This design comes from an exercise in tuning for small area and a short achievable clock period on the open sky130 flow, not from production work. Only the layout flow was run in this run; the RTL was not checked for function there.

### run.sh
#!/bin/bash
# synth_recipe.tcl (not shown) runs the flow's synth.tcl, then flattens the netlist and writes it again
# the make line also repeats each setting of config.mk as NAME=value (left out here)
make -C /OpenROAD-flow-scripts/flow DESIGN_CONFIG=/design/flow/config.mk WORK_HOME=/design/flow/orfs CLKGATE_MAP_FILE= SYNTH_SCRIPT=/design/flow/synth_recipe.tcl finish
### config.mk
export PLATFORM = sky130hd
export DESIGN_NAME = cu_top
export DESIGN_NICKNAME = cu_top
export VERILOG_FILES = /design/flow/design.v
export SDC_FILE = /design/flow/constraint.sdc
export NUM_CORES = 4
export LEC_CHECK = 0
export CAP_MARGIN = 20
export CORE_MARGIN = 2
export CORE_UTILIZATION = 35
export PLACE_DENSITY = 0.55
export SLEW_MARGIN = 20
### constraint.sdc
create_clock -name core_clock -period 28.0 [get_ports {clk}]
set_input_delay 5.6000 -clock core_clock [delete_from_list [all_inputs] [get_ports {clk}]]
set_output_delay 5.6000 -clock core_clock [all_outputs]
set_load 0.01 [all_outputs]
### design.v
module cu_top 	#(parameter RF_DATASIZE=16, ADDRESS_WIDTH=4, SIGNAL_WIDTH=3)
		(
			input wire clk, reset, stall,
			input wire  ps_cu_trunc, ps_cu_float, 
			input wire ps_mul_en,ps_mul_otreg,
			input wire[3:0] ps_mul_dtsts,
			input wire[1:0] ps_mul_cls, ps_mul_sc,
			output wire mul_ps_mv, mul_ps_mn, mul_ps_mu, mul_ps_mi,
			input wire[(SIGNAL_WIDTH-1):0]ps_xb_w_cuEn,
			input wire ps_xb_w_bcEn,
			input wire[(ADDRESS_WIDTH-1):0] ps_xb_raddx, ps_xb_raddy, ps_xb_wadd,
			input wire [RF_DATASIZE-1:0] bc_dt,
			output wire [RF_DATASIZE-1:0] xb_dtx,	
			input wire ps_shf_en,
			input wire [1:0] ps_shf_cls,
			output wire shf_ps_sv, shf_ps_sz,
			input wire ps_alu_en,
			input wire [1:0]ps_alu_hc, ps_alu_sc2,
			input wire [2:0]ps_alu_sc1,
			input wire ps_alu_sat, ps_alu_ci, 
			output wire alu_ps_az, alu_ps_an, alu_ps_ac, alu_ps_av, alu_ps_au, alu_ps_as, alu_ps_ai,
			output wire alu_ps_compd
		);
	wire [RF_DATASIZE-1:0] xb_dty;
	wire xb_rf_w_En;
	wire [RF_DATASIZE-1:0] xb_rf_dt, alu_xb_dt, shf_xb_dt, mul_xb_dt, rf_xb_dtx, rf_xb_dty;
	crossbar #(.DATA_WIDTH(RF_DATASIZE), .ADDRESS_WIDTH(ADDRESS_WIDTH), .SIGNAL_WIDTH(SIGNAL_WIDTH)) xb_obj
		(	clk, stall,
			ps_xb_w_cuEn, ps_xb_w_bcEn,
			ps_xb_wadd, ps_xb_raddx, ps_xb_raddy,
			bc_dt, alu_xb_dt, shf_xb_dt, mul_xb_dt, rf_xb_dtx, rf_xb_dty,
			xb_dtx, xb_dty, 
			xb_rf_w_En, 
			xb_rf_dt
		);
	regfile #(.DATA_WIDTH(RF_DATASIZE), .ADDRESS_WIDTH(ADDRESS_WIDTH), .SIGNAL_WIDTH(SIGNAL_WIDTH)) rf_obj
			( 
				clk, xb_rf_w_En, 
				ps_xb_wadd,  ps_xb_raddx,  ps_xb_raddy,
				xb_rf_dt,
				rf_xb_dtx, rf_xb_dty
			);		
	multiplier #(.RF_DATASIZE(RF_DATASIZE)) mul_obj 
			(
				xb_dtx, xb_dty, mul_xb_dt,
				ps_mul_en, ps_cu_float, ps_mul_otreg, ps_cu_trunc,
				ps_mul_dtsts,
				ps_mul_cls, ps_mul_sc,
				clk, reset,
				mul_ps_mv, mul_ps_mn, mul_ps_mu, mul_ps_mi
			);	
	shifter #(.DATASIZE(RF_DATASIZE)) shf_obj
			(
				clk, reset,
				ps_shf_en, ps_shf_cls, 
				xb_dtx, xb_dty, 
				shf_xb_dt, shf_ps_sv, shf_ps_sz
			);
	alu #(.RF_DATASIZE(RF_DATASIZE)) alu_obj
			(
				clk, reset,
				xb_dtx, xb_dty, 
				alu_xb_dt,
				ps_alu_en, ps_cu_float, ps_alu_sat, ps_alu_ci, ps_cu_trunc,
				ps_alu_hc, ps_alu_sc2,
				ps_alu_sc1,
				alu_ps_az, alu_ps_an, alu_ps_ac, alu_ps_av, alu_ps_au, alu_ps_as, alu_ps_ai,
				alu_ps_compd
			);
endmodule
module regfile #(parameter DATA_WIDTH=16, ADDRESS_WIDTH=4, SIGNAL_WIDTH=3)
			( 
			input wire clk_rf,  xb_rf_w_En, 
			input wire [(ADDRESS_WIDTH-1):0]ps_xb_wadd,  ps_xb_raddx,  ps_xb_raddy,
			input wire[(DATA_WIDTH-1):0] xb_rf_dt,  
			output reg[(DATA_WIDTH-1):0] rf_xb_dtx,  rf_xb_dty
			);
reg[(DATA_WIDTH-1):0]regfile[(2**ADDRESS_WIDTH-1):0];
always@(posedge clk_rf)
begin
	if(xb_rf_w_En)
	begin
		case(ps_xb_wadd)
	4'h0:regfile[0]<=xb_rf_dt;
	4'h1:regfile[1]<=xb_rf_dt;
	4'h2:regfile[2]<=xb_rf_dt;
	4'h3:regfile[3]<=xb_rf_dt;
	4'h4:regfile[4]<=xb_rf_dt;
	4'h5:regfile[5]<=xb_rf_dt;
	4'h6:regfile[6]<=xb_rf_dt;
	4'h7:regfile[7]<=xb_rf_dt;
	4'h8:regfile[8]<=xb_rf_dt;
	4'h9:regfile[9]<=xb_rf_dt;
	4'ha:regfile[10]<=xb_rf_dt;
	4'hb:regfile[11]<=xb_rf_dt;
	4'hc:regfile[12]<=xb_rf_dt;
	4'hd:regfile[13]<=xb_rf_dt;
	4'he:regfile[14]<=xb_rf_dt;
	4'hf:regfile[15]<=xb_rf_dt;
		endcase
	end
end
always@(*)
begin
	rf_xb_dtx<=regfile[ps_xb_raddx];
	rf_xb_dty<=regfile[ps_xb_raddy];
end
endmodule 
module crossbar #(parameter DATA_WIDTH=16, ADDRESS_WIDTH=4, SIGNAL_WIDTH=3)
		(input  wire clk_dcd, ps_xb_stall,
		input wire[(SIGNAL_WIDTH-1):0] ps_xb_w_cuEn,
		input wire ps_xb_w_bcEn,
		input wire[(ADDRESS_WIDTH-1):0] ps_xb_wadd,  ps_xb_raddx,  ps_xb_raddy,
		input wire [(DATA_WIDTH-1):0] bc_dt, alu_xb_dt, shf_xb_dt, mul_xb_dt, rf_xb_dtx, rf_xb_dty,
		output reg [(DATA_WIDTH-1):0] xb_dtx, xb_dty, 
		output reg xb_rf_w_En, 
		output reg [(DATA_WIDTH-1):0]xb_rf_dt
		);
	wire x,y;
	reg[(ADDRESS_WIDTH-1):0] ps_xb_wadd_p;
	reg ps_xb_stall_p;
always @(posedge clk_dcd) begin
	ps_xb_stall_p<=ps_xb_stall;
	ps_xb_wadd_p<=ps_xb_wadd;
end
	wire cuEn=ps_xb_w_cuEn[0]|ps_xb_w_cuEn[1]|ps_xb_w_cuEn[2];
	assign x=((ps_xb_raddx==ps_xb_wadd)&ps_xb_stall_p&ps_xb_stall)|((ps_xb_raddx==ps_xb_wadd_p)&(~ps_xb_stall_p)&ps_xb_stall);
	assign y=((ps_xb_raddy==ps_xb_wadd)&ps_xb_stall_p&ps_xb_stall)|((ps_xb_raddy==ps_xb_wadd_p)&(~ps_xb_stall_p)&ps_xb_stall);
always@(*)
begin
	if(cuEn|ps_xb_w_bcEn)
	 xb_rf_w_En<=1;
		else
			xb_rf_w_En<=0;
end
always@(*)
begin
  case ({ps_xb_w_cuEn[2],ps_xb_w_cuEn[1],ps_xb_w_cuEn[0],ps_xb_w_bcEn})
  {1'b0,1'b0,1'b0,1'b1}:xb_rf_dt=bc_dt;
  {1'b0,1'b0,1'b1,1'b0}:xb_rf_dt=alu_xb_dt;
  {1'b0,1'b1,1'b0,1'b0}:xb_rf_dt=mul_xb_dt;
  {1'b1,1'b0,1'b0,1'b0}:xb_rf_dt=shf_xb_dt;
  default: xb_rf_dt=alu_xb_dt;
  endcase
end
always@(*)
begin
	begin
		case(x)
			0:xb_dtx<=rf_xb_dtx;
			1:begin
				case(xb_rf_w_En)
					0:xb_dtx<=rf_xb_dtx;
					1:xb_dtx<=xb_rf_dt;
					default:xb_dtx<=0;
				endcase
			end
			default:xb_dtx<=0;
		endcase
	end
	begin
		case(y)
			0:xb_dty<=rf_xb_dty;
			1:begin
				case(xb_rf_w_En)
					0:xb_dty<=rf_xb_dty;
					1:xb_dty<=xb_rf_dt;
					default:xb_dty<=0;
				endcase
			end
			default:xb_dty<=0;
		endcase
	end
end
endmodule 
module alu   
            #(parameter RF_DATASIZE = 16)  
            (
                input wire clk, reset,
                input wire [RF_DATASIZE-1:0] xb_dtx, xb_dty,
                output reg  [RF_DATASIZE-1:0] alu_xb_dt,
                input wire ps_alu_en, ps_alu_float, ps_alu_sat, ps_alu_ci, ps_alu_trunc,
                input wire [1:0] ps_alu_hc, ps_alu_sc2,
                input wire [2:0] ps_alu_sc1,
                output reg alu_ps_az, alu_ps_an, alu_ps_ac, alu_ps_av, alu_ps_au, alu_ps_as, alu_ps_ai,
                output wire alu_ps_compd
            );
    reg alu_en, alu_float, alu_sat, alu_trunc;
    reg [1:0]alu_hc, alu_sc2;
    reg [2:0]alu_sc1;
    wire satEn;
    always@(posedge clk or negedge reset)
    begin
        if(~reset)
        begin
                alu_en  <= 1'b0;
                alu_sat <= 1'b0;
        end
        else
        begin
            alu_en  <= ps_alu_en;
            alu_sat <= satEn; 
        end
    end
    assign satEn = alu_en ? ps_alu_sat : alu_sat;
    always@(posedge clk or negedge reset)
    begin
        if(~reset)
        begin
            alu_float <= 1'b0;
            alu_trunc <= 1'b0;
            alu_hc    <= 2'b00;
            alu_sc1   <= 3'b000;
            alu_sc2   <= 2'b00;
        end
        else 
            if(ps_alu_en)
                    begin
                        alu_float <= ps_alu_float;
                        alu_trunc <= ps_alu_trunc;
                        alu_hc    <= ps_alu_hc;
                        alu_sc1   <= ps_alu_sc1;
                        alu_sc2   <= ps_alu_sc2;
                    end 
    end
    reg [RF_DATASIZE-1:0] x, y;
    always@(posedge clk or negedge reset)
    begin
        if(~reset)
        begin
            x  <= 16'h0001;
            y  <= 16'h0000;
        end
        else
        begin
            x <= ps_alu_en ? xb_dtx : x;
            y <= ps_alu_en ? (~ps_alu_sc2[1] ? xb_dty : 16'h0000) : y; 
        end
    end
    wire invld_x, invld_y;       
    wire infs;                   
    assign invld_x = (&x[RF_DATASIZE-2:RF_DATASIZE-6]) & (|x[RF_DATASIZE-7:0]) & alu_float;
    assign invld_y = (&y[RF_DATASIZE-2:RF_DATASIZE-6]) & (|y[RF_DATASIZE-7:0]) & alu_float;
    assign infs = (&x[RF_DATASIZE-2:RF_DATASIZE-6]) & ~(|x[RF_DATASIZE-7:0]) & (&y[RF_DATASIZE-2:RF_DATASIZE-6]) & ~(|y[RF_DATASIZE-7:0]) & alu_float;
    reg sx, sy, s;
    reg [4:0] ex, ey;
    reg [15:0] e;
    reg [10:0] mx, my;
    reg [9:0] m;
    reg [4:0] diff;
    reg [4:0] tru_diff;
    reg [RF_DATASIZE-1:0] Fz;
    reg  [RF_DATASIZE-1:0] a, b;
    reg  c;
    wire signed [RF_DATASIZE-1:0] sum, cout;
    reg  [RF_DATASIZE-1:0] norm_ip;
    reg  [RF_DATASIZE-1:0] temp_x, temp_y;
    reg signed [25:0] temp_dt_2, temp_dt_3;
    reg signed [15:0] temp_dt_1, temp_dt; 
    always@(*)
    begin
        sx = 0; sy = 0; mx = 0; my = 0; tru_diff = 0;
        temp_x = 0; temp_y = 0; temp_dt_1 = 0; temp_dt_2 = 0; temp_dt_3 = 0;
        if(alu_hc == 2'b00)      
        begin
            if(alu_float & ~alu_sc1[0])      
            begin
                temp_dt = 0;
                sx = x[RF_DATASIZE-1];
                sy = y[RF_DATASIZE-1];
                ex = x[RF_DATASIZE-2:RF_DATASIZE-6];
                ey = y[RF_DATASIZE-2:RF_DATASIZE-6];
                diff = ex + ~ey + 1;
                tru_diff = (diff^{5{diff[4]}}) + diff[4];
                mx = {1'b1,x[RF_DATASIZE - 7:0]} >> (tru_diff & {5{diff[4]}});
                my = {1'b1,y[RF_DATASIZE - 7:0]} >> (tru_diff & {5{~diff[4]}});
                temp_x = (ex == 5'b0_0000) ? {x[15],15'b000_0000_0000_0000} : (({{5{1'b0}},mx} ^ {16{sx}}) + sx);
                temp_y = (ey == 5'b0_0000) ? {y[15],15'b000_0000_0000_0000} : (({{5{1'b0}},my} ^ {16{sy}}) + sy);
                norm_ip = sum;
            end
            else if(alu_float)
            begin
                ey = 0;
                case(alu_sc1[2:1])
                    2'b00:           
                    begin
                        sx = 0;
                        diff = 0;
                        norm_ip = 0;
                        tru_diff = 0;
                        temp_dt = 0;
                        ex = x[RF_DATASIZE-2:RF_DATASIZE-6];
                        temp_x = {{11{1'b0}},ex};
                        temp_y = alu_sc2[1] ? 16'b1111_1111_1111_0001 : y;
                    end
                    2'b01:           
                    begin
                        diff = 0;
                        norm_ip = 0;
                        sx = x[RF_DATASIZE-1];
                        ex = x[RF_DATASIZE-2:RF_DATASIZE-6];
                        temp_x = {{11{1'b0}},ex};
                        temp_y = y;
                        temp_dt_3 = {15'b000_0000_0000_0000,((|ex) ? 1'b1 : 1'b0),x[RF_DATASIZE - 7:0]};
                        if(sum < 15)
                        begin
                            temp_dt_2 = temp_dt_3 & 0;
                        end
                        else
                        begin
                            temp_dt_2 = temp_dt_3 << sum;
                        end
                        temp_dt_1 = temp_dt_2[25:10];
                        temp_dt = alu_ps_au ? 16'h0000 : (temp_dt_1 ^ {16{sx}}) + sx;
                    end
                    2'b10:           
                    begin
                        diff = 0;
                        norm_ip = 0;
                        sx = x[RF_DATASIZE-1];
                        ex = x[RF_DATASIZE-2:RF_DATASIZE-6];
                        temp_x = {{11{1'b0}},ex};
                        temp_y = y;
                        temp_dt_3 = {15'b000_0000_0000_0000,((|ex) ? 1'b1 : 1'b0),x[RF_DATASIZE - 7:0]};
                        if(sum < 15)
                        begin
                            temp_dt_2 = temp_dt_3 & 0;
                        end
                        else
                        begin
                            temp_dt_2 = temp_dt_3 << sum;
                        end
                        if(~alu_trunc)
                        begin
                            if(~temp_dt_2[9] & (~alu_trunc))	
                                temp_dt_1 = temp_dt_2[25:10];
                            else
                            begin
                                if(temp_dt_2[8:0] == 9'b0_0000_0000)
                                    temp_dt_1 = (temp_dt_2[25:10] + temp_dt_2[10]);
                                else
                                    temp_dt_1 = (temp_dt_2[25:10] + 1);
                            end
                        end
                        else
                            temp_dt_1 = temp_dt_2[25:10];
                        temp_dt = alu_ps_au ? (sx ? (alu_trunc ? 16'hffff : 16'h0000) : 16'h0000) : ((temp_dt_1 ^ {16{sx}}) + sx);
                    end
                    2'b11:           
                    begin
                        sx = 0;
                        ex = 0;
                        diff = 0;
                        temp_x = 1;
                        temp_y = 0;
                        tru_diff = 0;
                        temp_dt = 0;
                        norm_ip = x;
                    end
                    default:
                    begin
                        sx = 0;
                        ex = 0;
                        temp_x = 1;
                        temp_y = 0;
                    end
                endcase
            end
            else             
            begin
                ex = 0;
                ey = 0;
                diff = 0;
                norm_ip = 0;
                tru_diff = 0;
                temp_dt = 0;
                temp_x = x;
                temp_y = y;
            end
            c = (~alu_float) & alu_sc1[0] & ps_alu_ci;
            a = (alu_sc2[1] & alu_sc1[1] & ~alu_sc1[0]) ? (~temp_x): temp_x;
            b = alu_sc2[1] ? (((^alu_sc1[2:1]) & (~alu_float)) ? (16'hffff + (ps_alu_ci & alu_sc1[0])) : ((temp_y & {16{alu_sc2[0]}}) + ({15'b000_0000_0000_0000, (~alu_sc1[0])}) + c)) : (alu_sc2[0] ? (~temp_y + 1 - alu_sc1[0] + c) : (temp_y + c));
        end
        else
        begin
            ex = 0;
            ey = 0;
            diff = 0;
            norm_ip = 0;
            a = 1;
            b = 0;
            c = 0;
            tru_diff = 0;
            temp_dt = 0;
        end
    end
    reg [RF_DATASIZE-1:0] num_x, num_y;
    reg temp_max;    
    reg max;         
    reg [RF_DATASIZE-1:0] norm_x, norm_y;
    always@(*)
    begin
        num_x = 0; norm_x = 0; norm_y = 0;
        if(alu_hc == 2'b10)          
        begin
            norm_x = ((x[14:10] == 5'b0_0000) & alu_float) ? {x[15],15'b000_0000_0000_0000} : x;
            norm_y = ((y[14:10] == 5'b0_0000) & alu_float) ? {y[15],15'b000_0000_0000_0000} : y;
            num_x = alu_float ? norm_x[14:0] : ((x ^ {16{x[15]}}) + x[15]);
            num_y = alu_float ? norm_y[14:0] : ((y ^ {16{y[15]}}) + y[15]);
            if(num_x[15] ^ num_y[15])
                temp_max = num_y[15];
            else if(num_x[14] ^ num_y[14])
                temp_max = num_y[14];
            else if(num_x[13] ^ num_y[13])
                temp_max = num_y[13];
            else if(num_x[12] ^ num_y[12])
                temp_max = num_y[12];
            else if(num_x[11] ^ num_y[11])
                temp_max = num_y[11];
            else if(num_x[10] ^ num_y[10])
                temp_max = num_y[10];
            else if(num_x[9] ^ num_y[9])
                temp_max = num_y[9];
            else if(num_x[8] ^ num_y[8])
                temp_max = num_y[8];
            else if(num_x[7] ^ num_y[7])
                temp_max = num_y[7];
            else if(num_x[6] ^ num_y[6])
                temp_max = num_y[6];
            else if(num_x[5] ^ num_y[5])
                temp_max = num_y[5];
            else if(num_x[4] ^ num_y[4])
                temp_max = num_y[4];
            else if(num_x[3] ^ num_y[3])
                temp_max = num_y[3];
            else if(num_x[2] ^ num_y[2])
                temp_max = num_y[2];
            else if(num_x[1] ^ num_y[1])
                temp_max = num_y[1];
            else if(num_x[0] ^ num_y[0])
                temp_max = num_y[0];
            else
                temp_max = 1'b0;
            if(x[15] ^ y[15])
                max = x[15];
            else
                max = temp_max ^ x[15];
        end
        else
        begin
            num_y = 0;
            temp_max = 0;
            max = 0;
        end
    end
    always@(*)
    begin
        case(alu_hc)
            2'b00:       
            begin
                if(alu_float & ~alu_sc1[0])
                begin
                    if(~alu_sc2[0])          
                        alu_ps_ai = (invld_x | invld_y) | (infs & (x[15] ^ y[15]));
                    else if(alu_sc2[0] & alu_sc1[1])
                        alu_ps_ai = (invld_x | invld_y);
                    else
                        alu_ps_ai = (invld_x | invld_y) | (infs & ~(x[15] ^ y[15]));
                    alu_ps_av = (alu_sc1[1] & alu_sc2[0]) ? 1'b0 : (e[5] ^ (&e[4:0])) & (~alu_ps_ai);       
                    alu_ps_au = (alu_sc1[1] & alu_sc2[0]) ? 1'b0 : e[15] | ~(|e[14:0]) & (~alu_ps_ai);      
                    alu_xb_dt = (invld_x | invld_y) ? 16'hffff : ((~alu_sc2[1] & alu_sc1[2]) ? {1'b0,Fz[14:0]} : Fz);
                end
                else if(alu_float)
                begin
                    case(alu_sc1[2:1])
                        2'b00:       
                        begin
                            alu_ps_ai = invld_x;
                            alu_ps_av = (alu_sc2[1] ? ((&ex | ~(|ex)) & ~invld_x) : (~y[15] & ((|sum[15:5]) | (&sum[4:0])))) & (~alu_ps_ai);       
                            alu_ps_au = (sum[15] | ~(|sum[14:0])) & ~(alu_sc2[1]) & (~alu_ps_ai);              
                            if(alu_sc2[1])
                            begin
                                if(invld_x)
                                    alu_xb_dt = 16'hffff;
                                else if(alu_ps_av)
                                    alu_xb_dt = satEn ? ({16{&ex}} & 16'h7fff | {16{~(|ex)}} & 16'h8000) : ({16{&ex}} & 16'h7c00 | {16{~(|ex)}} & 16'hfc00);
                                else
                                    alu_xb_dt = sum;
                            end
                            else
                            begin
                                alu_xb_dt = alu_ps_av ? (alu_trunc ? {x[15],15'b11110_11_1111_1111} : {x[15],15'b11111_00_0000_0000}) : (alu_ps_au ? {x[15],15'b000_0000_0000_0000} : {x[RF_DATASIZE-1], sum[4:0],x[9:0]});
                            end
                        end
                        2'b01:       
                        begin
                            alu_ps_av = (((sum > 29) | &ex) ? 1'b1 : 1'b0) & (~invld_x);
                            alu_ps_au = (|temp_dt_3[10:0]) & (sum < 15) & (~invld_x);
                            alu_ps_ai = invld_x | (~satEn & alu_ps_av);
                            if(invld_x)
                                alu_xb_dt = 16'hffff;
                            else if(satEn)
                                alu_xb_dt = alu_ps_av ? (sx ? 16'h8000 : 16'h7fff) : temp_dt;
                            else
                                alu_xb_dt = alu_ps_av ? 16'hffff : temp_dt;
                        end
                        2'b10:       
                        begin
                            alu_ps_av = (((sum > 29) | &ex) ? 1'b1 : 1'b0) & (~invld_x);
                            alu_ps_au = (|temp_dt_3[10:0]) & (sum < 15) & (~invld_x);
                            alu_ps_ai = invld_x | (~satEn & alu_ps_av);
                            if(invld_x)
                                alu_xb_dt = 16'hffff;
                            else if(satEn)
                                alu_xb_dt = alu_ps_av ? (sx ? 16'h8000 : 16'h7fff) : temp_dt;
                            else
                                alu_xb_dt = alu_ps_av ? 16'hffff : temp_dt;
                        end
                        2'b11:       
                        begin
                            alu_ps_ai = 1'b0;        
                            alu_ps_av = (~y[15] & ((|e[15:5]) | (&e[4:0]))) & (~alu_ps_ai);       
                            alu_ps_au = (e[15] | ~(|e[14:0])) & (~alu_ps_ai);                     
                            alu_xb_dt = ~(|x) ? 16'h0000 : Fz;
                        end  
                    endcase
                end
                else
                begin
                    alu_ps_au = 1'b0;        
                    alu_ps_av = ((alu_sc1 == 3'b010) ? 1'b0 : (cout[RF_DATASIZE-1] ^ cout[RF_DATASIZE-2]));        
                    alu_ps_ai = 1'b0;        
                    alu_xb_dt = (satEn & alu_ps_av) ? (sum[15] ? 16'h7fff : 16'h8000) : ((~alu_sc2[1] & alu_sc1[1] & ~alu_sc2[0]) ? (sum >>> 1) : sum);
                end
            end       
            2'b10:       
            begin
                alu_ps_av = 1'b0;        
                alu_ps_au = 1'b0;        
                alu_ps_ai = invld_x | invld_y;     
                case(alu_sc1[1:0])
                    2'b00:       
                        alu_xb_dt = alu_ps_ai ? 16'b1111_1111_1111_1111 : (max ? norm_x : norm_y);
                    2'b10:       
                        alu_xb_dt = alu_ps_ai ? 16'b1111_1111_1111_1111 : (max ? norm_y : norm_x);
                    2'b01:       
                        alu_xb_dt = alu_ps_ai ? 16'b1111_1111_1111_1111 : (temp_max ? x : (alu_float ? ((x[15]) ? {1'b1,num_y} : {1'b0,num_y}) : ((x[15]) ? ({1'b0,num_y} ^ {16{1'b1}} + 1'b1): {1'b0,num_y})));
                    2'b11:       
                        alu_xb_dt = alu_ps_ai ? 16'b1111_1111_1111_1111 : ((x == y) ? 0 : (max ? 16'hffff : 16'h0001));
                    default:
                        alu_xb_dt = 16'h1;
                endcase
            end
            2'b01:       
            begin
                alu_ps_av = 1'b0;        
                alu_ps_au = 1'b0;        
                alu_ps_ai = 1'b0;        
                case(alu_sc1)
                    3'b000:      
                        alu_xb_dt = x & y;
                    3'b001:      
                        alu_xb_dt = x | y;
                    3'b010:      
                        alu_xb_dt = x ^ y;
                    3'b100:      
                        alu_xb_dt = &x;
                    3'b101:      
                        alu_xb_dt = |x;
                    3'b111:      
                        alu_xb_dt = ~x;
                    default: 
                        alu_xb_dt = 16'h1;
                endcase
            end
            2'b11:       
            begin
                case(alu_sc1)
                    3'b000:      
                    begin
                        alu_ps_av = 1'b0;        
                        alu_ps_au = 1'b0;        
                        if((x[RF_DATASIZE-2:RF_DATASIZE-6] == 5'b0_0000))
                        begin
                            alu_xb_dt = {~x[RF_DATASIZE-1],15'b000_0000_0000_0000};
                            alu_ps_ai = 1'b0;        
                        end
                        else if(invld_x)
                        begin
                            alu_xb_dt = 16'b1111_1111_1111_1111;
                            alu_ps_ai = 1'b1;        
                        end
                        else
                        begin
                            alu_xb_dt = {~x[RF_DATASIZE-1], x[RF_DATASIZE-2:0]};
                            alu_ps_ai = 1'b0;        
                        end
                    end
                    3'b001:      
                    begin
                        alu_ps_av = 1'b0;        
                        alu_ps_au = 1'b0;        
                        if((x[RF_DATASIZE-2:RF_DATASIZE-6] == 5'b0_0000) & alu_float)
                        begin
                            alu_xb_dt = {x[RF_DATASIZE-1],15'b000_0000_0000_0000};
                            alu_ps_ai = 1'b0;        
                        end
                        else if(invld_x)
                        begin
                            alu_xb_dt = 16'b1111_1111_1111_1111;
                            alu_ps_ai = 1'b1;        
                        end
                        else
                        begin
                            alu_xb_dt = x;
                            alu_ps_ai = 1'b0;        
                        end
                    end
                    3'b010:      
                    begin
                        alu_ps_av = 1'b0;        
                        alu_ps_au = 1'b0;        
                        if(x[RF_DATASIZE-2:RF_DATASIZE-6] == 5'b00000)
                        begin
                            alu_xb_dt = {x[RF_DATASIZE-1],15'b000_0000_0000_0000};
                            alu_ps_ai = 1'b0;        
                        end
                        else
                            if(x[RF_DATASIZE-2:RF_DATASIZE-6] == 5'b11111)
                            begin
                                alu_xb_dt = 16'b1111_1111_1111_1111;
                                alu_ps_ai = 1'b1;        
                            end
                            else
                            begin
                                alu_xb_dt = {1'b1, x[RF_DATASIZE-7:0], 5'b0_0000};
                                alu_ps_ai = 1'b1;        
                            end
                    end
                    3'b011:      
                    begin
                        alu_ps_au = 1'b0;        
                        alu_ps_ai = invld_x;     
                        alu_ps_av = (alu_float ? 1'b0 : ((x == 16'b1000_0000_0000_0000) ? 1'b1 : 1'b0)) & (~alu_ps_ai);        
                        alu_xb_dt = alu_float ? {1'b0, x[RF_DATASIZE-2:0]} : ((satEn & alu_ps_av) ? 16'h7fff : (({16{x[RF_DATASIZE-1]}} ^ x) + x[RF_DATASIZE-1]));
                    end
                    3'b100:      
                    begin
                        alu_ps_av = 1'b0;        
                        alu_ps_au = 1'b0;        
                        alu_ps_ai = invld_x | invld_y;
                        if(x[RF_DATASIZE-2:RF_DATASIZE-6] == 5'b0_0000)
                            alu_xb_dt = {y[RF_DATASIZE-1],15'b000_0000_0000_0000};
                        else
                            if(invld_x | invld_y)
                                alu_xb_dt = 16'b1111_1111_1111_1111;
                            else
                                alu_xb_dt = {y[RF_DATASIZE-1], x[RF_DATASIZE-2:0]};
                    end
                    default:
                    begin
                        alu_ps_av = 0;
                        alu_ps_au = 0;
                        alu_ps_ai = 0;
                        alu_xb_dt = 16'h1;
                    end
                endcase
            end
            default:
            begin
                alu_xb_dt = 16'h1;
            end
        endcase
    end
    reg [RF_DATASIZE-1:0] tru_norm_ip;
    reg [4:0] zeroes;
    reg [7:0] zval8;
    reg [3:0] zval4;
    reg signed [4:0] shft_amnt;
    reg signed [15:0] exp_diff;
    reg [15:0] norm_out;
    always@(*)
    begin
        zval8 = 0; zval4 = 0;
        tru_norm_ip = (norm_ip ^ {16{norm_ip[RF_DATASIZE-1]}}) + norm_ip[RF_DATASIZE-1];
        if(tru_norm_ip == 16'h0000) 	
            zeroes = 5'b10000;		 
        else
        begin
            zeroes[4] = 1'b0;
            zeroes[3] = (tru_norm_ip[15:8] == 8'h00);	
            zval8     = (zeroes[3] ? tru_norm_ip[7:0] : tru_norm_ip[15:8]);
            zeroes[2] = (zval8[7:4] == 4'h0);
            zval4     = (zeroes[2] ? zval8[3:0] : zval8[7:4]);
            zeroes[1] = (zval4[3:2] == 2'b00);
            zeroes[0] = zeroes[1] ? ~zval4[1] : ~zval4[3];
        end
        shft_amnt = 5'b0_0101 - zeroes;      
        exp_diff  = shft_amnt - {16{({alu_en,alu_float,alu_hc,alu_sc2,alu_sc1[1:0]} == 8'b11_00_00_10)}};      
        norm_out = tru_norm_ip << zeroes;
    end
    reg [9:0] rnd_out;
    always@(*)
    begin
		if(~alu_trunc)
		begin
			if(~norm_out[4])	
				rnd_out = norm_out[14:5];
			else
			begin
				if(norm_out[3:0] == 4'b0000)
					rnd_out = (norm_out[14:5] + norm_out[5]);
				else
					rnd_out = (norm_out[14:5] + 1);
			end
		end
		else
			rnd_out = norm_out[14:5];
	end
    always@(*)
    begin
        s = norm_ip[RF_DATASIZE-1];
        e = alu_sc1[0] ? (30 - zeroes + ({16{alu_sc2[1]}} & y)) : (((ex & {5{~diff[4]}}) | (ey & {5{diff[4]}})) + exp_diff);
        m = rnd_out;
        Fz = alu_ps_av ? (alu_trunc ? {s,15'b11110_11_1111_1111} : {s,15'b11111_00_0000_0000}) : (alu_ps_au ? {s,15'b000_0000_0000_0000} : {s, e[4:0], m});
    end
    always@(*)
    begin 
        alu_ps_az = ((alu_float & ~(alu_sc1[0] & ~alu_sc2[0] & (^alu_sc1[2:1]))) ? (alu_xb_dt[14:0] == 15'h0): (alu_xb_dt == 16'h0000)) & (~alu_ps_ai);          
        alu_ps_an = (({alu_hc,alu_sc1} == 5'b11_010) ? 1'b0 : alu_xb_dt[RF_DATASIZE-1]) & (~alu_ps_ai);
        alu_ps_ac = (cout[RF_DATASIZE-1] & ~(|alu_hc) & (~alu_float) & ~({alu_hc,alu_sc2,alu_sc1} == 7'b00_01_011)) & (~alu_ps_ai);
        alu_ps_as = (({alu_hc,alu_sc1[1]} == 3'b11_1) ? x[15] : 1'b0) & (~alu_ps_ai);
    end
        assign alu_ps_compd = alu_en & ({alu_hc,alu_sc1,alu_sc2} == 7'b10_011_01);
    genvar i;
    generate
        full_adder f (a[0], b[0], 1'b0, sum[0], cout[0]);
        for(i=1; i<RF_DATASIZE; i=i+1)
        begin
            full_adder f (a[i], b[i], cout[i-1], sum[i], cout[i]);
        end
    endgenerate
endmodule
module full_adder
    (
        input wire a,b,c,
        output wire sum,cout
    );
    assign sum  = a^b^c;
    assign cout = (a&b) | (b&c) | (a&c);
endmodule
module multiplier
			#(parameter RF_DATASIZE=16)
			(	
				input wire[RF_DATASIZE-1:0] xb_dtx, xb_dty, 
				output wire[RF_DATASIZE-1:0] mul_xb_dt,
				input wire ps_mul_en, ps_mul_float, ps_mul_otreg, ps_mul_trunc,
				input wire[3:0] ps_mul_dtsts,
				input wire[1:0] ps_mul_cls, ps_mul_sc,
				input wire clk, reset,
				output wire mul_ps_mv, mul_ps_mn, mul_ps_mu, mul_ps_mi
			);
		reg mul_en, mul_float, mul_otreg, mul_trunc;
		reg mul_rndPrdt, mul_IbF, mul_rxUbS, mul_ryUbS;		 
		reg[1:0] mul_cls, mul_sc;
		always@(posedge clk or negedge reset)
		begin 
			if(~reset)
			begin
				mul_en <= 1'b0;
			end
			else
				mul_en <= ps_mul_en;
		end	
		always@(posedge clk or negedge reset)
		begin
		    if(~reset)
		    begin
				mul_float <= 1'b0;
		        mul_otreg <= 1'b0;
				mul_trunc <= 1'b0;
				mul_ryUbS <= 1'b0;
				mul_rxUbS <= 1'b0;
				mul_IbF <= 1'b0;
				mul_rndPrdt <= 1'b0;
				mul_cls <= 2'b00;
				mul_sc <= 2'b00;
			end
			else if(ps_mul_en)
			begin
				mul_float <= ps_mul_float;
				mul_otreg <= ps_mul_otreg;
				mul_trunc <= ps_mul_trunc;
				mul_ryUbS <= ps_mul_dtsts[3];
				mul_rxUbS <= ps_mul_dtsts[2];
				mul_IbF <= ps_mul_dtsts[1];
				mul_rndPrdt <= ps_mul_dtsts[0];
				mul_cls <= ps_mul_cls;
				mul_sc <= ps_mul_sc;
			end
		end
		wire mul_mrUbS;
		assign mul_mrUbS=mul_rxUbS;	 
		reg[RF_DATASIZE-1:0] Rx16_latched, Ry16_latched;
		reg sx, sy;
		reg [4:0] ex, ey;
		reg [10:0] mx, my;
		wire mul_mi;
		wire den_zero;
		assign mul_mi = &xb_dtx[14:10] | &xb_dty[14:10];
		assign den_zero = ~(|xb_dtx[14:10] & |xb_dty[14:10]);
		always@(posedge clk or negedge reset)
		begin
			if(~reset)
			begin
				Ry16_latched <= 16'h0;
				sy <= 1'b0;
				ey <= 5'b0;
				my <= 11'b0;
			end
			else
				if( ps_mul_en & ps_mul_cls!=2'b00 &(~ps_mul_float))
					Ry16_latched <= xb_dty;
			else if (ps_mul_float & ~mul_mi & ~den_zero)
			begin
				sy <= xb_dty[15];
				ey <= xb_dty[14:10];
				my <= {1'b1, xb_dty[9:0]};
			end
		end
		always@(posedge clk or negedge reset)
		begin
		    if(~reset)
		    begin
		        Rx16_latched <= 16'h0;
				sx <= 1'b0;
				ex <= 5'b0;
				mx <= 11'b0;
			end
			else if( ps_mul_en & ~(ps_mul_cls==2'b00 & (~ps_mul_otreg|(&ps_mul_sc))) & (~ps_mul_float))
				Rx16_latched <= xb_dtx;
			else if (ps_mul_float & ~mul_mi & ~den_zero)
			begin
				sx <= xb_dtx[15];
				ex <= xb_dtx[14:10];
				mx <= {1'b1, xb_dtx[9:0]};
			end
		end
		wire[RF_DATASIZE:0] U_Rx, S_Rx, U_Ry, S_Ry;	 
		assign U_Rx={1'b0,Rx16_latched};
		assign S_Rx={Rx16_latched,1'b0};		 
		assign U_Ry={1'b0,Ry16_latched};
		assign S_Ry={Ry16_latched,1'b0};
		wire signed[RF_DATASIZE:0] S_x,S_y;		 
		assign S_x = mul_float ? {6'b0,mx} : mul_rxUbS ? S_Rx : U_Rx;
		assign S_y = mul_float ? {6'b0,my} : mul_ryUbS ? S_Ry : U_Ry;
		wire signed[2*RF_DATASIZE+1:0] S_p;		 
		assign S_p = S_x * S_y;
		wire s;
		wire [5:0]e;
		assign s = sx^sy;
		assign e = ex + ey - 15 + (1 & S_p[21]);
		wire s1,s0;	 
		assign s1 = ~mul_rxUbS | ~mul_ryUbS;
		assign s0 = (mul_rxUbS & (~mul_ryUbS |  mul_IbF)) | (~mul_rxUbS & mul_ryUbS);
		reg[2*RF_DATASIZE-1:0] mul32_product_data;	 
		reg[(RF_DATASIZE*5/2)-1:0] mul40_out_data;	 
		always@(*)
		begin
			case( {s1,s0} )
				2'b00:	mul32_product_data=S_p[2*RF_DATASIZE+1:2];		 
				2'b01:	mul32_product_data=S_p[2*RF_DATASIZE+1:2]<<1;		 
				2'b10:	mul32_product_data= mul_float ? ( S_p[21] ? S_p[2*RF_DATASIZE-1:0] : (S_p[2*RF_DATASIZE-1:0] << 1)) : S_p[2*RF_DATASIZE-1:0];		 
				2'b11:	mul32_product_data=S_p[2*RF_DATASIZE:1];		 
			endcase
		end
		reg [(RF_DATASIZE*5/2)-1:0] mr40_data;
		wire [(RF_DATASIZE*5/2)-1:0] mr_in_data;
		reg [RF_DATASIZE-1:0] mr_slice;	 
		wire[(RF_DATASIZE*5/2)-1:0] sat_out;
		wire satEn;
		assign satEn = (mul_cls==2'b00) & (mul_sc==2'b11);
		mul_sat sat1(satEn, mr40_data, mul_mrUbS, mul_IbF, sat_out);	
		defparam sat1.SIZE=RF_DATASIZE;
		wire[RF_DATASIZE*5/2-1:0] rnd40_out;
		mul_rnd rnd1(mul40_out_data, mul_rndPrdt, mul_trunc , mul_float, rnd40_out);
		defparam rnd1.SIZE=RF_DATASIZE;
		always@(*)
		begin
			casex(mul_cls)
				2'b00:	 
					case(mul_sc)			 
						2'b00:			 
							begin	
								mul40_out_data = { mr40_data[RF_DATASIZE*5/2-1:RF_DATASIZE], Rx16_latched };
								mr_slice = mr40_data[RF_DATASIZE-1:0];	
							end
						2'b01:			 
							begin
								mul40_out_data = { {RF_DATASIZE/2{Rx16_latched[RF_DATASIZE-1]}}, Rx16_latched, mr40_data[RF_DATASIZE-1:0] };
								mr_slice = mr40_data[RF_DATASIZE*2-1:RF_DATASIZE];
							end
						2'b10:					
							begin		 
								mul40_out_data = { Rx16_latched[RF_DATASIZE/2-1:0], mr40_data[RF_DATASIZE*2-1:0] };
								mr_slice = {{RF_DATASIZE/2{mr40_data[RF_DATASIZE*5/2-1]}}, mr40_data[RF_DATASIZE*5/2-1 : RF_DATASIZE*2]};
							end				
						2'b11:	
						    begin
						          mul40_out_data = sat_out;	 
					              mr_slice = {RF_DATASIZE{1'h0}};
					        end
					endcase
				2'b01:	 
				    begin
                        mul40_out_data = mul_float ? {3'b0, mul32_product_data, 5'b0} : { { RF_DATASIZE/2 { S_x[RF_DATASIZE]^S_y[RF_DATASIZE] } }, mul32_product_data };
						mr_slice = {RF_DATASIZE{1'h0}};
                    end
				2'b1X:	 
					begin
                        mul40_out_data = mr40_data + mul_cls[0] + ( { { RF_DATASIZE/2 { S_x[RF_DATASIZE]^S_y[RF_DATASIZE] } }, mul32_product_data } ^ { RF_DATASIZE*5/2 {mul_cls[0]} } ) ;	 
                        mr_slice = {RF_DATASIZE{1'h0}};
                    end
			endcase
		end
		assign mr_in_data = (mul_otreg & mul_en) ? rnd40_out : mr40_data;
		always@(posedge clk or negedge reset)
		begin
			if(~reset)
				mr40_data<=40'h0;		 
			else
				mr40_data<=mr_in_data;
		end
		wire [RF_DATASIZE-1:0] mul_out;
		reg mul_mi_l, den_zero_l;	 
		always@(posedge clk or negedge reset)
		begin
			if(~reset)
			begin
				mul_mi_l <= 1'b0;
				den_zero_l <= 1'b0;
			end
			else if(ps_mul_en)
			begin
				mul_mi_l <= mul_mi;
				den_zero_l <= den_zero;
			end
		end
		assign mul_out = mul_float ? (mul_mi_l ? 16'hffff : den_zero_l ? 16'h0000 : {s,e[4:0],rnd40_out[25:16]}) : mul_IbF ? rnd40_out[(2*RF_DATASIZE-1):RF_DATASIZE] : rnd40_out[RF_DATASIZE-1:0];
		assign mul_xb_dt = (mul_cls==2'b00 & mul_sc!=2'b11) ? mr_slice : mul_out;
		wire mul_mn;
		reg mul_mv;
		wire mul_mu;
		always@(*)
		begin
			case( {mul_rxUbS|mul_ryUbS , mul_IbF} )		
					2'b00:	 
						mul_mv = mul_float ? (&e[4:0]) | (e[5] & ~e[4]) : ~(rnd40_out[(RF_DATASIZE*5/2)-1:RF_DATASIZE]=={24{1'h0}}); 
					2'b01:	 
						mul_mv = ~(rnd40_out[(RF_DATASIZE*5/2)-1:RF_DATASIZE*2]==8'h00);
					2'b10:	 
						mul_mv = ~(rnd40_out[(RF_DATASIZE*5/2)-1:RF_DATASIZE-1]=={25{1'h1}} | mul40_out_data[(RF_DATASIZE*5/2)-1:RF_DATASIZE-1]=={25{1'h0}});	
					2'b11:	 
						mul_mv = ~(rnd40_out[(RF_DATASIZE*5/2)-1:RF_DATASIZE*2-1]=={9{1'h1}} | mul40_out_data[(RF_DATASIZE*5/2)-1:RF_DATASIZE*2-1]=={9{1'h0}});
			endcase
		end
		assign mul_mn = mul_float ? s : (mul_rxUbS|mul_ryUbS) & rnd40_out[(RF_DATASIZE*5/2)-1];
		assign mul_mu = mul_float ? (~|e) | (e[5] & e[4]) : 1'b0;
		assign mul_ps_mv = mul_mi ? 1'b0 : mul_mv & ~(mul_cls==2'b00 & mul_sc!=2'b11);
		assign mul_ps_mn = mul_mi ? 1'b0 : mul_mn & ~(mul_cls==2'b00 & mul_sc!=2'b11);
		assign mul_ps_mu = mul_mi ? 1'b0 : mul_mu;
		assign mul_ps_mi = mul_mi & ps_mul_en;
endmodule
module mul_rnd	
		#(parameter SIZE=16)
		(
			input wire[SIZE*5/2-1:0] data_in,		 
			input wire ps_mul_rndPrdt, mul_trunc,mul_float,
			output reg[SIZE*5/2-1:0] out		 
		);
	always@(*)
	begin
		if(ps_mul_rndPrdt | (~mul_trunc&mul_float))		 
		begin
			if(~data_in[SIZE-1])	
				out = { data_in[SIZE*5/2-1:SIZE], {SIZE{1'b0}} };
			else
			begin
				if(data_in[SIZE-2:0]=={(SIZE-1){1'b0}})
					out = { (data_in[SIZE*5/2-1:SIZE]+data_in[SIZE]), {SIZE{1'b0}} };
				else
					out = { (data_in[SIZE*5/2-1:SIZE]+1), {SIZE{1'b0}} };
			end
		end
		else if (mul_trunc)
		begin
			out = { data_in[SIZE*5/2-1:SIZE], {SIZE{1'b0}} };
		end
		else
			out=data_in;
	end
endmodule
module mul_sat	
		#(parameter SIZE=16)
		(
		input wire mul_satEn,	
		input wire[(SIZE*5/2)-1:0] data_in, 	 
		input wire UbS, IbF, 		
		output reg[(SIZE*5/2)-1:0] out		 
		);
	always@(*)
	begin
		if(mul_satEn)	 
		begin
			case( {UbS,IbF} )		 
				2'b00:	 
					out = (data_in[(SIZE*5/2)-1:SIZE]=={ (SIZE*5/2 - SIZE){1'h0} }) ? data_in : 40'h00_0000_FFFF;		 
				2'b01:	 
					out = (data_in[(SIZE*5/2)-1:SIZE*2]=={(SIZE/2){1'h0}}) ? data_in : 40'h00_FFFF_FFFF;		 
				2'b10:	 
					if(data_in[(SIZE*5/2)-1:SIZE-1]=={ (SIZE*5/2 - SIZE + 1){1'h1}} | data_in[(SIZE*5/2)-1:SIZE-1]=={ (SIZE*5/2 - SIZE + 1){1'h0}})				 
						out=data_in;
					else
						out = data_in[(SIZE*5/2)-1] ? 40'hFF_FFFF_8000 : 40'h00_0000_7FFF;
				2'b11:	 
					if(data_in[(SIZE*5/2)-1:SIZE*2-1]=={ (SIZE*5/2 - 2*SIZE +1){1'h1}} | data_in[(SIZE*5/2)-1:SIZE*2-1]=={ (SIZE*5/2 - 2*SIZE + 1){1'h0}})			 
						out=data_in;
					else
						out = data_in[(SIZE*5/2)-1] ? 40'hFF_8000_0000 : 40'h00_7FFF_FFFF;			 
			endcase
		end
		else
			out=data_in;
	end
endmodule 
module shifter #(parameter DATASIZE = 16)(clk_exe, reset, ps_shf_en, ps_shf_cls, xb_dtx, xb_dty, shf_xb_dt, shf_ps_sv, shf_ps_sz);
input wire reset, clk_exe;
input wire ps_shf_en;
input wire [1:0]ps_shf_cls;
input wire [DATASIZE-1:0]xb_dtx;
input wire [DATASIZE-1:0]xb_dty;
output reg [DATASIZE-1:0]shf_xb_dt;
output reg shf_ps_sv, shf_ps_sz;
reg [DATASIZE-1:0]ip1, ip2; 
reg [1:0]shf_cls;
reg shf_en;
wire [DATASIZE-1:0]ip2_2c;
wire [DATASIZE-1:0]rot;
wire [DATASIZE-1:0]rot_inv;
assign ip2_2c = (ip2^{DATASIZE{ip2[DATASIZE-1]}})+ip2[DATASIZE-1];
assign rot = ip2_2c%16'd16;
assign rot_inv = 16'd16-rot;
reg [7:0]zval8, oval8;
reg [4:0]zval4, oval4;
reg [4:0]leftz, lefto;
reg [DATASIZE-1:0]rot1, rot2;
always@*
begin
	zval8=0; zval4=0; oval8=0; oval4=0; leftz=0; lefto=0; rot1=0; rot2=0;
	case(shf_cls)
		2'b00:	begin
			if(ip2[DATASIZE-1])				 
			begin
				shf_xb_dt=$signed(ip1)>>>ip2_2c;
				shf_ps_sv=1'b0;	 
			end
			else	
			begin		
				shf_xb_dt=ip1<<<ip2;
			if(ip1[DATASIZE-1]!=shf_xb_dt[DATASIZE-1])
				shf_ps_sv=1'b1;
			else 
				shf_ps_sv=1'b0;
			end
			if(shf_xb_dt==16'h0000)
				shf_ps_sz=1'b1;
			else 
				shf_ps_sz=1'b0;
			end
		2'b01:	begin
			if(ip2[DATASIZE-1])			 
			begin
				rot1=rot;
				rot2=rot_inv;
			end
			else
			begin
				rot1=rot_inv;
				rot2=rot;
			end
			shf_xb_dt = (ip1>>rot1) | (ip1<<rot2);
			if(shf_xb_dt==16'h0000)
				shf_ps_sz=1'b1;
			else 
				shf_ps_sz=1'b0;
			shf_ps_sv=1'b0;
			end	
	2'b10:	begin
				if(ip1 == 16'h0000) 	leftz=5'b10000;		 
				else
				begin
					leftz[4]=1'b0;
					leftz[3] = (ip1[15:8] == 8'h00);	
					zval8      = (leftz[3] ? ip1[7:0] : ip1[15:8]);
					leftz[2] = (zval8[7:4] == 4'h0);
					zval4      = (leftz[2] ? zval8[3:0] : zval8[7:4]);
					leftz[1] = (zval4[3:2] ==2'b00);
					leftz[0] = leftz[1] ? ~zval4[1] : ~zval4[3];
				end
				shf_xb_dt=leftz;	
				if(ip1[DATASIZE-1])
					shf_ps_sz=1'b1;
				else 
					shf_ps_sz=1'b0;
				if(shf_xb_dt==16'h0010)
					shf_ps_sv=1'b1;
				else 
					shf_ps_sv=1'b0;
		end
	2'b11:	begin
				if(ip1 == 16'hffff) 	lefto=5'b10000;		 
				else
				begin
					lefto[4]=1'b0;
					lefto[3] = (ip1[15:8] == 8'hff);
					oval8    = (lefto[3] ? ip1[7:0] : ip1[15:8]);
					lefto[2] = (oval8[7:4] == 4'hf);
					oval4   = (lefto[2] ? oval8[3:0] : oval8[7:4]);
					lefto[1] = (oval4[3:2] == 2'b11);
					lefto[0] = lefto[1] ? oval4[1] : oval4[3];
				end
				shf_xb_dt=lefto;
				if(!ip1[DATASIZE-1])
					shf_ps_sz=1'b1;
				else 
					shf_ps_sz=1'b0;
				if(shf_xb_dt==16'h0010)
					shf_ps_sv=1'b1;
				else 
					shf_ps_sv=1'b0;
		end
	endcase
end
always@(posedge clk_exe or negedge reset)
begin
	if(~reset)
	begin
		shf_en<=1'b0;
		shf_cls<=2'b0;
		ip1<=16'h1;
		ip2<=16'h1;
	end
	else
	begin
		shf_en<=ps_shf_en;
		if(ps_shf_en) 
		begin
			shf_cls<=ps_shf_cls;
			ip1<=xb_dtx;
			if(!ps_shf_cls[1])	ip2<=xb_dty;
		end
	end
end
endmodule
==> results by group <==
Run
  • Maxcap violations: 0

Hold path
  • Min-Delay Path Depth: 1
  • WHS Endpoint: mul_obj.my[10]$_DFFE_PN0P_
  • Hold Crit Class: reg -> reg
  • HP Start: mul_obj.my[10]$_DFFE_PN0P_

Timing
  • Max Fclk: 36.6 MHz
  • Least-Margin Pin Slew: 1220 ps
  • Period utilization: a little over nine tenths
  • Fin. Hold Viols: 0
  • RSZ-0062 raised after global routing: false
  • Fin. max-slew vios: 0
  • Endpoints failing setup: 0
  • Hold slack: between 400 and 500 ps
  • Worst Skew: 96.9 ps
  • Period minus WS final: around 27000 ps
  • Setup TNS: 0 ps
  • Headroom to the max-slew limit: a little under a fifth

Detailed routing
  • Residual DRC: 0
  • Wire per inst: 29.1 um
  • Top Layer Used: met5
  • Met1 Wirelength: 118 mm
  • Vias per cell: 6.36
  • Metal3 WL: 26.6 mm
  • Post-DRT Antenna Nets: 0
  • Detailed Route WL: 294 mm
  • Routed via count: 64200
  • Met2 wire length: 129 mm
  • Total iterations of the first detailed-routing run: 7
  • 1st-iter DRT viols: 8080

Yosys
  • Top_reg_cell synth: edfxtp_1
  • Syn Inst Count: 7604
  • Syn Std Cell Area: 60500 sq um
  • Yosys Warn Count: 8
  • Top cells by area, synth: edfxtp_1 13%, fa_1 11%, dfrtp_1 8.0%
  • EDFF count, synth: ~260
  • Mean Syn Cell Area: roughly 8.0 sq um
  • Ys async rst share: ~43%
  • FF+latch count, synth: 458
  • Yosys cell types: 114
  • Share of the synthesized area in the top cell type: 12.7%
  • Synth area leader: edfxtp_1
  • Seq/Total Area, Yosys: 21.0%

GRT
  • Total global-route track usage: between 30% and 40%
  • Vias in the first global route: 61400
  • Antenna violations before repair: 9
  • Total grt overflow: 0
  • First-pass GRT wire length: 425 mm
  • Largest net degree at the start of global routing: 90

Critical path
  • Crit Path Category: in -> out
  • Crit-path max cell delay: 550 ps
  • Slowest stage cell, crit path: fa_1
  • Crit start category: input pin
  • Reg2Reg Launch Point: alu_obj.x[12]$_DFFE_PN0P_
  • Depth of the worst register-to-register path: a little under 90
  • Top cell by count, worst path: fa_2
  • Worst setup EP type: output pin
  • R2R setup slack: 6390 ps
  • WP data required: 22400 ps
  • CP max FO: 7
  • Crit path DAT: 21750 ps
  • Reg-to-Reg End: mul_obj.ex[1]$_DFFE_PN0P_

Placement
  • # port buffers: 89
  • Post-DP HPWL: approximately 220 mm
  • Post-Place Cell Area: ~66000 sq um
  • Routability-driven placement congestion ratio: roughly 1.0

Clocking
  • Total clock sinks: 458
  • Cts-stage hold buffer count: 0
  • Max Buffers Root-to-Sink: 3
  • CTS tree: yes
  • Reg clk slew, reported paths: about 80 ps
  • Clock latency on the worst-skew pair: approximately 700 ps
  • Num CTS Buffers: 52
  • Clock root buffer: clkbuf_16
  • CTS H-tree lvls: 2

Floorplanning
  • IO Pins: 90
  • Die Span X: 420 um
  • Row cnt: approximately 150
  • Initial Utilization: 35.3%
  • Die H: 420 um
  • Core area: 172000 sq um
  • Die ar.: 176000 sq um

Run status
  • Outcome: complete, no violations

Finish
  • Post-Route Utilization: between 40 and 50%
  • Share of layout cells above drive strength 1: 12.1%
  • Post-Layout Inst Area: 68800 sq um
  • Commonest cells after routing, fill and taps aside: 758 x nand2_1, 716 x nor2_1, 522 x a21oi_1, 507 x inv_1, 494 x buf_4
  • Layout Nets: 8379
  • Area growth, synth to finish: 13.6%
  • Commonest non-fill, non-tap cell in the layout: nand2_1
[layer usage]
layer  up-vias  GRT usage [%]
met1     31600           42.1
met5         -              0
met4         6           18.5
met2      3673           50.1
li1      28100              -
met3       871           5.92
[through the flow]
stage / instances / setup WS, ps
floorplan: 7614 / 68.9
global placement: 9979 / -1160
detailed placement: 9980 / -1260
CTS: 10100 / -124
global route: 10100 / 1.51
finish: 10100 / 648
[area by class of cell]
cell class              count  area, sq um
multi-input cells        6109        44600
fillers                 17600       103000
clock buffers              60         1380
inverters                 529         1990
flip-flops and latches    458        12700
repair buffers            591         4720
well taps                2310         2890
clock inverters            37          440
diodes                      5         12.5
[how the worst max path moves through the flow]
stage | startpoint | end | slack, ps
after floorplan | ps_alu_ci | xb_dtx[8] | 70
after global placement | ps_alu_ci | mul_ps_mv | -1160
after detailed placement | ps_alu_ci | mul_ps_mv | -1260
after CTS | ps_alu_ci | xb_dtx[8] | -120
after global routing | ps_alu_ci | xb_dtx[6] | 2
final | ps_alu_ci | mul_ps_mv | 650
[sequential cells by signal, indices dropped and copies added (netlist names), 3 cells and up]
signal	flops
alu_obj.alu_sc1	3
alu_obj.x	16
alu_obj.y	16
mul_obj.Rx16_latched	16
mul_obj.Ry16_latched	16
mul_obj.ex	5
mul_obj.ey	5
mul_obj.mr40_data	40
mul_obj.mx	11
mul_obj.my	11
rf_obj.regfile	256
shf_obj.ip1	16
shf_obj.ip2	16
xb_obj.ps_xb_wadd_p	4
[cell families (layout without fill, tap and decap cells)]
| logic type | count (synthesis) | in the layout | synth area share [%] |
|---|---|---|---|
| simple gates | 2449 | 2449 | 18.9 |
| compound gates | 2403 | 2403 | 26.6 |
| buf+inv | 1047 | 1217 | 6.57 |
| fa+ha+maj | 582 | 582 | 16.0 |
| flops | 458 | 458 | 21.0 |
| xor+xnor | 338 | 338 | 4.90 |
| mux | 325 | 325 | 5.93 |
| other cells | 2 | 17 | 0.0124 |
[synth_stat cells, types with 50 or more instances]
cell,number
o21a_1,61
nor4_1,72
o21ai_0,468
ha_1,255
nand2b_1,65
a211oi_1,104
and2_1,52
nand2_1,759
dfrtp_1,194
a21oi_1,537
a221oi_1,78
and3_1,50
edfxtp_1,256
o211ai_1,71
nand3_1,186
mux2_2,64
o31ai_1,51
a31oi_1,86
a21o_1,91
a22oi_1,216
buf_1,58
fa_1,323
clkbuf_1,435
inv_1,512
mux2i_1,237
xnor2_1,240
o22ai_1,120
nand4_1,103
nor2_1,735
xor2_1,97
nor3_1,167
[critical path, delay by kind of cell]
family	cells	cell delay [ps]
xor+xnor	1	150
compound gates	21	4520
buf+inv	13	1900
fa+ha+maj	20	7080
simple gates	12	2480
[timing repair]
action / in CTS / in global routing
endpoints found under the setup margin: 21 / 22
pin swaps: 19 / 40
cloned: 0 / 1
setup buffers: 5 / 10
gates resized for setup: 57 / 67

==> re-timing with driven ports <==
The results above use ideal ports. As a check the final layout listed here was re-extracted and re-timed, cells and wires unchanged.
Step 1 (the two cells are an assumption about what drives the block):
set clk [get_ports {clk}]
set_driving_cell -lib_cell sky130_fd_sc_hd__clkbuf_16 $clk
set_driving_cell -lib_cell sky130_fd_sc_hd__buf_2 [delete_from_list [all_inputs] $clk]
Step 2, shift: input delay + t, output delay - t, t = (earliest + latest rising clock arrival at the registers) / 2. This alone moves slack from input paths to output paths.
Three values: ideal ports, drivers, drivers and shift; two values: the first two.
shift t [ns]: 0.726
slack for setup (ns): 0.648 / 0.621 / 0.621
hold slack, ns: 0.474 / 0.474 / 0.474
worst setup path after step 2: input to output
clock arrival spread, ns: 0.097 / 0.097
After both steps setup and hold are still met in this run. The setup slack of this run moves by -0.027 ns with the drivers and by -0.027 ns with both steps.
